This design comes from an exercise in tuning for small area on the open sky130 flow, not from production work.
Only simulation tests tie the RTL to the original design; equivalence was not proved.
No activity file was given, so power comes from the tool's default toggle rates.

job 2548:
Design CPU, start of the top module:
module CPU (
	input  logic        clk, rst,
	input  logic [31:0] Instr,
	input  logic [31:0] ReadData,
	output logic [31:0] WriteData,
	output logic        MemWrite,
	output logic [31:0] PC,
	output logic [31:0] ALUResult,
	output logic [31:0] Result
);
Size: ~1700 cells after synthesis, about 520 flip-flops, about 200 I/O pins, ~0.024 mm^2 of cells after synthesis.
export LEC_CHECK = 0
export CAP_MARGIN = 10
export CORE_MARGIN = 2
export CORE_UTILIZATION = 58
export PLACE_DENSITY = 0.72
export SLEW_MARGIN = 10
create_clock -name core_clock -period 20.0 [get_ports {clk}]
standard.sh (not shown) runs the stock make flow with config.mk's settings and CLKGATE_MAP_FILE= SYNTH_SCRIPT=/design/flow/synth_recipe.tcl, a recipe that flattens the netlist after the stock synthesis.
==> flow/flow/run.sh <==
#!/bin/bash
# Own layout flow: the standard ORFS flow (standard.sh) with
#  - an area-oriented ABC mapping script (no buffering or gate upsizing in ABC),
#  - minimum-size port buffers,
#  - a clock tree without dummy loads and with larger sink clusters,
set -euo pipefail
W=$PWD
rm -rf "$W/scripts_own"
cp -r "$FLOW_HOME/scripts" "$W/scripts_own"
cp "$W/flow/abc.script" "$W/scripts_own/abc_speed.script"
bash "$W/standard.sh" \
  SCRIPTS_DIR="$W/scripts_own" \
  BUFFER_PORTS_ARGS="-buffer_cell sky130_fd_sc_hd__buf_1" \
  CTS_ARGS="-sink_clustering_enable -repair_clock_nets -dont_use_dummy_load -buf_list {sky130_fd_sc_hd__clkbuf_4 sky130_fd_sc_hd__clkbuf_8} -sink_clustering_size 16 -sink_clustering_max_diameter 65" \
  finish > "$W/orfs_make.log" 2>&1
==> flow/flow/abc.script <==
&get -n
&st
&dch -f
&nf -p -R 1000 -F 8 -A 8
&put
&get -n
&st
&dch -f
&nf -p -R 1000
&put
topo
The following lists how job 4626 was set up differently from job 2548:
-- flow/flow/run.sh --
<<< job 2548, line 13
  BUFFER_PORTS_ARGS="-buffer_cell sky130_fd_sc_hd__buf_1" \
  CTS_ARGS="-sink_clustering_enable -repair_clock_nets -dont_use_dummy_load -buf_list {sky130_fd_sc_hd__clkbuf_4 sky130_fd_sc_hd__clkbuf_8} -sink_clustering_size 16 -sink_clustering_max_diameter 65" \
  finish > "$W/orfs_make.log" 2>&1
>>> job 4626, line 13
  BUFFER_PORTS_ARGS="-buffer_cell sky130_fd_sc_hd__buf_1" \
  CTS_ARGS="-sink_clustering_enable -repair_clock_nets -dont_use_dummy_load -buf_list {sky130_fd_sc_hd__clkbuf_4 sky130_fd_sc_hd__clkbuf_8} -sink_clustering_size 14 -sink_clustering_max_diameter 60" \
  finish > "$W/orfs_make.log" 2>&1
## What came out
- From job 2548 to job 4626 the numbers moved as follows: fraction of area in registers about even, wire length held steady, delay of the slowest cell on the worst path lost 50 ps, time the worst path needs with I/O delays and setup decreased by 72 ps relative to the old numbers.
- Comparing job 2548 and job 4626, smallest setup slack after layout is higher on job 4626.
- On final core utilization, job 4626 tracks job 2548 almost exactly.
- Job 4626 finished every step from synthesis to the final layout, and the layout passed the timing, design-rule and antenna checks.
- In the reports for job 2548 and job 4626, the larger global-route met2 utilization belongs to job 2548.
- Final-layout worst hold slack across job 2548 and job 4626: no real change.
- Number of cells on the critical path for job 4626: about 4.5% up relative to job 2548
- Job 4626 vs. job 2548: global-route wire length before repair went up by 590 um.
## Diff of input files: job 2624 against job 4626
-- flow/flow/run.sh --
<<< job 4626, line 13
  BUFFER_PORTS_ARGS="-buffer_cell sky130_fd_sc_hd__buf_1" \
  CTS_ARGS="-sink_clustering_enable -repair_clock_nets -dont_use_dummy_load -buf_list {sky130_fd_sc_hd__clkbuf_4 sky130_fd_sc_hd__clkbuf_8} -sink_clustering_size 14 -sink_clustering_max_diameter 60" \
  finish > "$W/orfs_make.log" 2>&1
>>> job 2624, line 13
  BUFFER_PORTS_ARGS="-buffer_cell sky130_fd_sc_hd__buf_1" \
  CTS_ARGS="-sink_clustering_enable -repair_clock_nets -dont_use_dummy_load -buf_list {sky130_fd_sc_hd__clkbuf_4 sky130_fd_sc_hd__clkbuf_8} -sink_clustering_size 17 -sink_clustering_max_diameter 80" \
  finish > "$W/orfs_make.log" 2>&1
==> flow/flow/abc.script <==
&get -n
&st
&dch -f
&nf -p -R 1000 -F 8 -A 8 -E 100
&put
&get -n
&st
&dch -f
&nf -p -R 1000 -E 100
&put
topo
### Flow results
- Job 2624 vs. job 4626: area share of and/or/nand/nor cells after synthesis shows a reduction of 1.4 points; clock-buffer cell count shows a reduction of about 20%; share of total power in combinational logic shows an increase of 0.6 points; multi-input combinational cell count shows a reduction of 78; peak fanout along the critical path shows an increase of 6.
- Relative to job 4626, cell count has gone down in job 2624.
- Compared job 2624 vs job 4626, and synthesized cell count is down in job 2624.
- Post-route clock period utilization ends up higher on job 2624.
- Going from job 4626 to job 2624, the synthesized-area fraction occupied by ao, oa, aoi and oai cells was found to have gone up by 0.55 points.

==> re-timing with driven ports <==
How much do the figures lean on ideal ports? The routed layouts below were timed once more, with nothing changed but the port constraints.
Step 1 (the two cells are an assumption about what drives the block):
set clk [get_ports {clk}]
set_driving_cell -lib_cell sky130_fd_sc_hd__clkbuf_16 $clk
set_driving_cell -lib_cell sky130_fd_sc_hd__buf_2 [delete_from_list [all_inputs] $clk]
Step 2 adds t to the input delays and takes it off the output delays; t is the mean of the earliest and latest rising clock arrival at the registers after step 1. Input paths then give back, and output paths get back, about the clock's delay inside the block.
Three values: no drivers, after step 1, after step 2; two values: the first two.
| run | t (ns) | slack for setup (ns) | worst setup path at the end | latest minus earliest clock arrival (ns) |
|---|---|---|---|---|
| job 2548 | 0.698 | 0.994 / 0.906 / 0.906 | input to output | 0.072 / 0.073 |
| job 4626 | 0.701 | 1.067 / 0.978 / 0.978 | input to output | 0.090 / 0.090 |
| job 2624 | 0.692 | 0.918 / 0.887 / 0.887 | input to output | 0.050 / 0.050 |
After both steps every run listed still meets setup and hold. For job 4626, which loses most, drivers alone change the setup slack by -0.089 ns; drivers and shift together by -0.089 ns.
